Source: an optimization exercise on an open RTL-to-GDS flow (aim: small area). Production flows keep margins and buffers that such runs may drop.
In this exercise RTL edits were held to simulation tests only and were not proved equivalent to the original.
The clock input has no modelled driver; a real chip could not lean on it and would need a root buffer or a full tree.
Power and IR drop assume default switching activity.

== v3 ==
## clutchcamassy
module clutchcamassy(clk, rst, clch_latch, power, cont_angle, clch_angle, rc1, rc2, rc3, rc4, rc5, rc6, rc7, rc8, rc9, rc12, rl1, rl2, rl3, rl10, sccb);
Size: roughly 210 cells after synthesis, about 83 I/O pins, roughly 1300 um2 of cells after synthesis.
export LEC_CHECK = 0
export ABC_AREA = 1
export CAP_MARGIN = 20
export CORE_MARGIN = 2
export CORE_UTILIZATION = 40
export CTS_BUF_LIST = sky130_fd_sc_hd__clkbuf_2 sky130_fd_sc_hd__clkbuf_4
export SLEW_MARGIN = 20
create_clock -name core_clock -period 35.0 [get_ports {clk}]
standard.sh (not shown) runs the stock make flow with config.mk's settings and CLKGATE_MAP_FILE= SYNTH_SCRIPT=/design/flow/synth_recipe.tcl, a recipe that flattens the netlist after the stock synthesis.
==> flow/flow/run.sh <==
#!/bin/bash
# Own layout flow: the standard flow, with three changes that cut cell area.
#  1. After the standard synthesis, the combinational cells between the flip-flops are re-mapped
#     by Yosys/ABC for area (flow/reopt.tcl with flow/remap.abc). Every flip-flop keeps its cell
#     and its name.
#  2. Port buffers are buf_1 (BUFFER_PORTS_ARGS), not the larger cell buffer_ports picks itself.
#  3. The constant-0 outputs share one tie cell (SKIP_REPAIR_TIE_FANOUT) instead of one each.
# Each tool's full output goes to a log file in this folder.
set -euo pipefail
here=$(pwd)
res=$here/orfs/results/$FLOW_PLATFORM/clutchcamassy/base
YOSYS=${YOSYS_EXE:-$FLOW_HOME/../tools/install/yosys/bin/yosys}
[[ -x $YOSYS ]] || YOSYS=yosys

bash standard.sh synth > log_1_synth.txt 2>&1

cp $res/1_2_yosys.v $here/standard_synth.v
REOPT_IN=$here/standard_synth.v REOPT_OUT=$here/reopt.v REOPT_SCRIPT=$here/flow/remap.abc \
  $YOSYS -c $here/flow/reopt.tcl > log_2_reopt.txt 2>&1
cp $here/reopt.v $res/1_2_yosys.v
touch $res/1_2_yosys.v
rm -f $res/1_synth.odb $res/1_synth.sdc

export SKIP_REPAIR_TIE_FANOUT=1
export BUFFER_PORTS_ARGS="-buffer_cell sky130_fd_sc_hd__buf_1"
export CTS_ARGS="-sink_clustering_enable -sink_clustering_size 12 -sink_clustering_max_diameter 500 -sink_buffer_max_cap_derate 1.0 -repair_clock_nets -buf_list sky130_fd_sc_hd__clkbuf_4 -dont_use_dummy_load"
bash standard.sh > log_3_layout.txt 2>&1
Other scripts of this flow, unchanged in this note and not shown: flow/flow/remap.abc, flow/flow/reopt.tcl
diff inputs: v3 => v53
Settings: CTS_CLUSTER_SIZE: unset -> 20; CTS_BUF_LIST: sky130_fd_sc_hd__clkbuf_2 sky130_fd_sc_hd__clkbuf_4 -> sky130_fd_sc_hd__clkbuf_4; CTS_CLUSTER_DIAMETER: unset -> 200.
diff --git a/flow/flow/run.sh b/flow/flow/run.sh
--- a/flow/flow/run.sh
+++ b/flow/flow/run.sh
@@ -24,4 +24,3 @@
 export SKIP_REPAIR_TIE_FANOUT=1
 export BUFFER_PORTS_ARGS="-buffer_cell sky130_fd_sc_hd__buf_1"
-export CTS_ARGS="-sink_clustering_enable -sink_clustering_size 12 -sink_clustering_max_diameter 500 -sink_buffer_max_cap_derate 1.0 -repair_clock_nets -buf_list sky130_fd_sc_hd__clkbuf_4 -dont_use_dummy_load"
 bash standard.sh > log_3_layout.txt 2>&1
v53 against v3: area overhead of the layout relative to synthesis has increased; cell count higher; via count rose 10; final-layout fill cell count about even. Synthesized area: v3 vs v53 identical. Fraction of power spent switching nets: v53 < v3. Compared with v3, in v53 layout clock buffer count went up by 1, per-cell via count in the routed design went up by 0.32%, global-route usage was more or less identical. The final layout from v53, which completed every stage, passed the timing, design-rule and antenna checks at the end of the flow.
Here is what was changed in the inputs of v20 compared with v53.
Settings: a deleted CTS_CLUSTER_DIAMETER that had been 200; a deleted CTS_CLUSTER_SIZE that had been 20; a change of CTS_BUF_LIST from sky130_fd_sc_hd__clkbuf_4 to sky130_fd_sc_hd__clkbuf_2 sky130_fd_sc_hd__clkbuf_4.
diff --git a/flow/flow/run.sh b/flow/flow/run.sh
--- a/flow/flow/run.sh
+++ b/flow/flow/run.sh
@@ -24,3 +24,4 @@
 export SKIP_REPAIR_TIE_FANOUT=1
 export BUFFER_PORTS_ARGS="-buffer_cell sky130_fd_sc_hd__buf_1"
+export CTS_ARGS="-repair_clock_nets -buf_list sky130_fd_sc_hd__clkbuf_4 -dont_use_dummy_load"
 bash standard.sh > log_3_layout.txt 2>&1
Results
In the tables for v20 and v53, highest clock frequency the design can meet reads lower with v53.
Going from v53 to v20, final instance count without filler cells has decreased, routed wire length has decreased.
Area: v20 vs v53 -> v20 smaller
Clock buffer count is lower on v20
Comparing v53 with v20, the sequential share of layout area came out essentially unchanged.

---

## run A
Starting RTL as in the previous note.
clock: 35.0 ns
lec_check: 0
abc_area: 1
cap_margin: 20
core_margin: 2
core_utilization: 40
cts_buf_list: sky130_fd_sc_hd__clkbuf_2 sky130_fd_sc_hd__clkbuf_4
slew_margin: 20
==> flow/flow/run.sh <==
#!/bin/bash
# Own layout flow: the standard flow, with three changes that cut cell area.
#  1. After the standard synthesis, the combinational cells between the flip-flops are re-mapped
#     by Yosys/ABC for area (flow/reopt.tcl with flow/remap.abc). Every flip-flop keeps its cell
#     and its name.
#  2. Port buffers are buf_1 (BUFFER_PORTS_ARGS), not the larger cell buffer_ports picks itself.
#  3. The constant-0 outputs share one tie cell (SKIP_REPAIR_TIE_FANOUT) instead of one each.
# Each tool's full output goes to a log file in this folder.
set -euo pipefail
here=$(pwd)
res=$here/orfs/results/$FLOW_PLATFORM/clutchcamassy/base
YOSYS=${YOSYS_EXE:-$FLOW_HOME/../tools/install/yosys/bin/yosys}
[[ -x $YOSYS ]] || YOSYS=yosys

bash standard.sh synth > log_1_synth.txt 2>&1

cp $res/1_2_yosys.v $here/standard_synth.v
REOPT_IN=$here/standard_synth.v REOPT_OUT=$here/reopt.v REOPT_SCRIPT=$here/flow/remap.abc \
  $YOSYS -c $here/flow/reopt.tcl > log_2_reopt.txt 2>&1
cp $here/reopt.v $res/1_2_yosys.v
touch $res/1_2_yosys.v
rm -f $res/1_synth.odb $res/1_synth.sdc

export SKIP_REPAIR_TIE_FANOUT=1
export BUFFER_PORTS_ARGS="-buffer_cell sky130_fd_sc_hd__buf_1"
bash standard.sh > log_3_layout.txt 2>&1
==> flow/flow/remap.abc <==
strash
dch -f
amap
topo
==> flow/flow/reopt.tcl <==
# Re-map the combinational cells of the standard synthesis netlist for area. Every flip-flop
# instance is kept as it is (same cell, same name); only the logic between them is re-mapped.
yosys -import
set lib $::env(FLOW_HOME)/platforms/sky130hd/lib/sky130_fd_sc_hd__tt_025C_1v80.lib
set in $::env(REOPT_IN)
set out $::env(REOPT_OUT)
set script $::env(REOPT_SCRIPT)
read_liberty -ignore_miss_func $lib
read_verilog $in
hierarchy -top $::env(FLOW_TOP)
setattr -mod -set keep_hierarchy 1 sky130_fd_sc_hd__df* sky130_fd_sc_hd__edf* sky130_fd_sc_hd__sdf*
flatten
opt_clean -purge
# keep the nets into the flip-flops' pins, so ABC treats them as outputs of the logic
yosys cd $::env(FLOW_TOP)
setattr -set keep 1 t:sky130_fd_sc_hd__df* %x:+\[D\] t:sky130_fd_sc_hd__df* %d
yosys cd
tee -o reopt_pre_stat.txt stat -liberty $lib
abc -liberty $lib -script $script $::env(FLOW_TOP)
opt_clean -purge
hilomap -singleton -hicell sky130_fd_sc_hd__conb_1 HI -locell sky130_fd_sc_hd__conb_1 LO
splitnets
opt_clean -purge
insbuf -buf sky130_fd_sc_hd__buf_4 A X
yosys rename -hide w:*.*
opt_clean -purge
tee -o reopt_stat.txt stat -liberty $lib
read_liberty -lib -overwrite $lib
check -assert
select $::env(FLOW_TOP)
write_verilog -noattr -nohex -nodec -selected $out
#### Input delta (run B over run A)
- changing CTS_BUF_LIST from sky130_fd_sc_hd__clkbuf_2 sky130_fd_sc_hd__clkbuf_4 to sky130_fd_sc_hd__clkbuf_2
Notes after the runs:
Multi-input gate area in the final layout: run B vs run A identical
Run B ends up with a clock group share of total power that is 5.3 points lower than in run A.
Run B: final hold slack is 0.0030 ns higher than what run A reported.
Compared with run A, run B is the less power-hungry design.
The inputs of run C differ from those of run B as listed below.
- CTS_BUF_LIST changed from sky130_fd_sc_hd__clkbuf_2 to sky130_fd_sc_hd__clkbuf_2 sky130_fd_sc_hd__clkbuf_4
-- flow/flow/run.sh --
<<< run B, line 26
>>> run C, line 26
export CTS_ARGS="-sink_clustering_enable -sink_clustering_size 12 -sink_clustering_max_diameter 500 -sink_buffer_max_cap_derate 1.0 -repair_clock_nets -buf_list sky130_fd_sc_hd__clkbuf_2 -dont_use_dummy_load"
Results
Run C and run B ended up with nearly the same maximum clock frequency.
Clock period minus final worst setup slack in run C vs run B: up 0.023 ns
Final hold slack essentially unchanged between run C and run B.
The clock skew of run C was inferior to that of run B.
Inputs modified between run C and run D:
- CTS_CLUSTER_DIAMETER: unset -> 200
- CTS_CLUSTER_SIZE: unset -> 20
- CTS_BUF_LIST: sky130_fd_sc_hd__clkbuf_2 sky130_fd_sc_hd__clkbuf_4 -> sky130_fd_sc_hd__clkbuf_2
-- flow/flow/run.sh --
<<< run C, line 26
export CTS_ARGS="-sink_clustering_enable -sink_clustering_size 12 -sink_clustering_max_diameter 500 -sink_buffer_max_cap_derate 1.0 -repair_clock_nets -buf_list sky130_fd_sc_hd__clkbuf_2 -dont_use_dummy_load"
>>> run D, line 26
- Run D ended up with a higher power dissipated by switching net loads than run C did.
- Internal power consumption (run D over run C): increase, about 4.4%
- Lower final critical-path required period among run D and run C: run D
- Taking run C as the reference, in run D maximum frequency about even; clock network fraction of design power rose 2.8 points; mean routed wirelength per cell fell about 0.37%.

---

## JK
clutchcamassy, a different RTL version from the one above (not shown whole).
Size: roughly 200 cells after synthesis, roughly 0.0012 mm2 of cells after synthesis.
clock: 35.0 ns
lec_check: 0
abc_area: 1
cap_margin: 20
core_margin: 2
core_utilization: 40
slew_margin: 20
==> flow/flow/run.sh <==
#!/bin/bash
# Own layout flow: the standard flow, with four changes that cut cell area.
#  1. After the standard synthesis, the combinational cells between the flip-flops are re-mapped
#     by Yosys/ABC for area (flow/reopt.tcl tries flow/remap_*.abc and keeps the smallest).
#     Every flip-flop keeps its cell and its name.
#  2. Port buffers are buf_1 (BUFFER_PORTS_ARGS), not the larger cell buffer_ports picks itself.
#  3. The constant-0 outputs share one tie cell (SKIP_REPAIR_TIE_FANOUT) instead of one each.
#  4. Clock tree: CTS builds a root and two leaf buffers (CTS_ARGS); flow/post_cts.tcl
#     (POST_CTS_TCL) then makes it one clkbuf_4 that drives all eleven flip-flops directly.
# Each tool's full output goes to a log file in this folder.
set -euo pipefail
here=$(pwd)
res=$here/orfs/results/$FLOW_PLATFORM/clutchcamassy/base
YOSYS=${YOSYS_EXE:-$FLOW_HOME/../tools/install/yosys/bin/yosys}
[[ -x $YOSYS ]] || YOSYS=yosys

bash standard.sh synth > log_1_synth.txt 2>&1

cp $res/1_2_yosys.v $here/standard_synth.v
REOPT_IN=$here/standard_synth.v REOPT_OUT=$here/reopt.v REOPT_DIR=$here/flow \
  $YOSYS -c $here/flow/reopt.tcl > log_2_reopt.txt 2>&1
cp $here/reopt.v $res/1_2_yosys.v
touch $res/1_2_yosys.v
rm -f $res/1_synth.odb $res/1_synth.sdc

export SKIP_REPAIR_TIE_FANOUT=1
export BUFFER_PORTS_ARGS="-buffer_cell sky130_fd_sc_hd__buf_1"
export CTS_ARGS="-repair_clock_nets -buf_list sky130_fd_sc_hd__clkbuf_2 -dont_use_dummy_load"
export POST_CTS_TCL=$here/flow/post_cts.tcl
export POST_CTS_ROOT_BUF=sky130_fd_sc_hd__clkbuf_4
bash standard.sh > log_3_layout.txt 2>&1
Other scripts of this flow, unchanged in this note and not shown: flow/flow/post_cts.tcl, flow/flow/remap_1.abc, flow/flow/remap_2.abc, flow/flow/remap_3.abc, flow/flow/remap_4.abc, flow/flow/remap_5.abc, flow/flow/remap_6.abc, flow/flow/reopt.tcl
diff inputs: JK => MS
--- a/flow/flow/run.sh
+++ b/flow/flow/run.sh
@@ -6,6 +6,5 @@
 #  2. Port buffers are buf_1 (BUFFER_PORTS_ARGS), not the larger cell buffer_ports picks itself.
 #  3. The constant-0 outputs share one tie cell (SKIP_REPAIR_TIE_FANOUT) instead of one each.
-#  4. Clock tree: CTS builds a root and two leaf buffers (CTS_ARGS); flow/post_cts.tcl
-#     (POST_CTS_TCL) then makes it one clkbuf_4 that drives all eleven flip-flops directly.
+#  4. Clock tree: clkbuf_2 buffers only, without sink clustering or dummy loads (CTS_ARGS).
 # Each tool's full output goes to a log file in this folder.
 set -euo pipefail
==> comparison <==
Between JK and MS, the maximum frequency figures differ only marginally. JK → MS: floorplan die area essentially unchanged, wire length of the first global-routing pass ~0 delta, signed area change from the synthesized netlist to the final layout about even, synthesized cell count saw little to no change, maximum fanout along the worst path level. MS against JK: detailed-routed wire length on met2 level; sequential fraction of design power level; area used by multi-input combinational logic now sits at about the same level. Re starting utilization of the core area: no difference whatsoever between JK and MS. Setup slack of the critical path after layout: JK vs MS — no meaningful difference.

---

red:
Another version of the RTL of clutchcamassy (not shown whole).
Size: ~200 cells after synthesis.
Settings: LEC_CHECK=0, ABC_AREA=1, CAP_MARGIN=20, CORE_MARGIN=2, CORE_UTILIZATION=40, SLEW_MARGIN=20; clock period 35.0 ns.
==> flow/flow/run.sh <==
#!/bin/bash
# Own layout flow: the standard flow, with four changes that cut cell area.
#  1. After the standard synthesis, the combinational cells between the flip-flops are re-mapped
#     by Yosys/ABC for area (flow/reopt.tcl tries flow/remap_*.abc and keeps the smallest).
#     Every flip-flop keeps its cell and its name.
#  2. Port buffers are buf_1 (BUFFER_PORTS_ARGS), not the larger cell buffer_ports picks itself.
#  3. The constant-0 outputs share one tie cell (SKIP_REPAIR_TIE_FANOUT) instead of one each.
#  4. Clock tree: clkbuf_2 buffers only, without sink clustering or dummy loads (CTS_ARGS).
# Each tool's full output goes to a log file in this folder.
set -euo pipefail
here=$(pwd)
res=$here/orfs/results/$FLOW_PLATFORM/clutchcamassy/base
YOSYS=${YOSYS_EXE:-$FLOW_HOME/../tools/install/yosys/bin/yosys}
[[ -x $YOSYS ]] || YOSYS=yosys

bash standard.sh synth > log_1_synth.txt 2>&1

cp $res/1_2_yosys.v $here/standard_synth.v
REOPT_IN=$here/standard_synth.v REOPT_OUT=$here/reopt.v REOPT_DIR=$here/flow \
  $YOSYS -c $here/flow/reopt.tcl > log_2_reopt.txt 2>&1
cp $here/reopt.v $res/1_2_yosys.v
touch $res/1_2_yosys.v
rm -f $res/1_synth.odb $res/1_synth.sdc

export SKIP_REPAIR_TIE_FANOUT=1
export BUFFER_PORTS_ARGS="-buffer_cell sky130_fd_sc_hd__buf_1"
export CTS_ARGS="-sink_clustering_enable -sink_clustering_size 12 -sink_clustering_max_diameter 1000 -sink_clustering_levels 1 -repair_clock_nets -buf_list sky130_fd_sc_hd__clkbuf_4 -dont_use_dummy_load"
bash standard.sh > log_3_layout.txt 2>&1
Other scripts of this flow, unchanged in this note and not shown: flow/flow/remap_1.abc, flow/flow/remap_2.abc, flow/flow/remap_3.abc, flow/flow/remap_4.abc, flow/flow/remap_5.abc, flow/flow/remap_6.abc, flow/flow/reopt.tcl
red was carried through to the last stage, and its layout satisfied the timing, design-rule and antenna checks.
Input changes introduced in blue (baseline for comparison: red):
--- a/flow/flow/run.sh
+++ b/flow/flow/run.sh
@@ -26,3 +26,3 @@
 export BUFFER_PORTS_ARGS="-buffer_cell sky130_fd_sc_hd__buf_1"
-export CTS_ARGS="-sink_clustering_enable -sink_clustering_size 12 -sink_clustering_max_diameter 1000 -sink_clustering_levels 1 -repair_clock_nets -buf_list sky130_fd_sc_hd__clkbuf_4 -dont_use_dummy_load"
+export CTS_ARGS="-repair_clock_nets -buf_list sky130_fd_sc_hd__clkbuf_2 -dont_use_dummy_load"
 bash standard.sh > log_3_layout.txt 2>&1
### Flow results
- Sort blue and red by total design power asc -> top: blue
- Sum of met3 wire segment lengths after detailed routing for blue is higher than for red.
- Re worst path setup slack after routing: blue and red aren't equal, and the lower value belongs to blue.
- Between blue and red, total via count in the routed design is higher for blue, red comes in under that.
- NOTE design area red->blue decreased slightly
- Diff blue and red: delay of the slowest critical-path stage lower in red
- The sequential portion of the cell area of red and that of blue are within noise of each other.

==> port drivers added, routing unchanged <==
In the flow no input, the clock included, has a driving cell. The finished layouts below were timed again as built, in two steps. Step 1: set_driving_cell puts a clkbuf_16 on clk and a buf_2 on each other input, an assumption about the parent block. Step 2 also shifts input and output timing later by t, the mid clock arrival at the registers, as if the neighbouring blocks saw the same clock. a / b / c = ideal / step 1 / step 2; a / b = the first two.
run | t, ns | setup WS [ns] | hold slack, ns | latest minus earliest clock arrival (ns) | slew at the worst register clock pin (ns)
v3 | 0.288 | 25.151 / 25.131 / 25.419 | 0.529 / 0.529 / 0.529 | 0.011 / 0.012 | 0.07 / 0.07
v53 | 0.288 | 25.121 / 25.101 / 25.390 | 0.532 / 0.532 / 0.532 | 0.005 / 0.005 | 0.07 / 0.07
v20 | 0.288 | 25.151 / 25.131 / 25.419 | 0.529 / 0.529 / 0.529 | 0.011 / 0.012 | 0.07 / 0.07
run A | 0.288 | 25.121 / 25.101 / 25.390 | 0.532 / 0.532 / 0.532 | 0.005 / 0.005 | 0.07 / 0.07
run B | 0.285 | 25.135 / 25.115 / 25.400 | 0.535 / 0.535 / 0.535 | 0.005 / 0.006 | 0.11 / 0.11
run C | 0.279 | 25.111 / 25.092 / 25.371 | 0.535 / 0.535 / 0.535 | 0.013 / 0.012 | 0.11 / 0.11
run D | 0.285 | 25.135 / 25.115 / 25.400 | 0.535 / 0.535 / 0.535 | 0.005 / 0.006 | 0.11 / 0.11
JK | 0.182 | 25.719 / 25.702 / 25.885 | 0.573 / 0.573 / 0.573 | 0.001 / 0.001 | 0.11 / 0.11
MS | 0.182 | 25.719 / 25.702 / 25.885 | 0.573 / 0.573 / 0.573 | 0.001 / 0.001 | 0.11 / 0.11
red | 0.294 | 25.774 / 25.752 / 26.046 | 0.526 / 0.526 / 0.526 | 0.014 / 0.014 | 0.08 / 0.08
blue | 0.290 | 25.751 / 25.730 / 26.020 | 0.532 / 0.532 / 0.532 | 0.018 / 0.019 | 0.12 / 0.12
After both steps setup and hold are still met in every run listed.
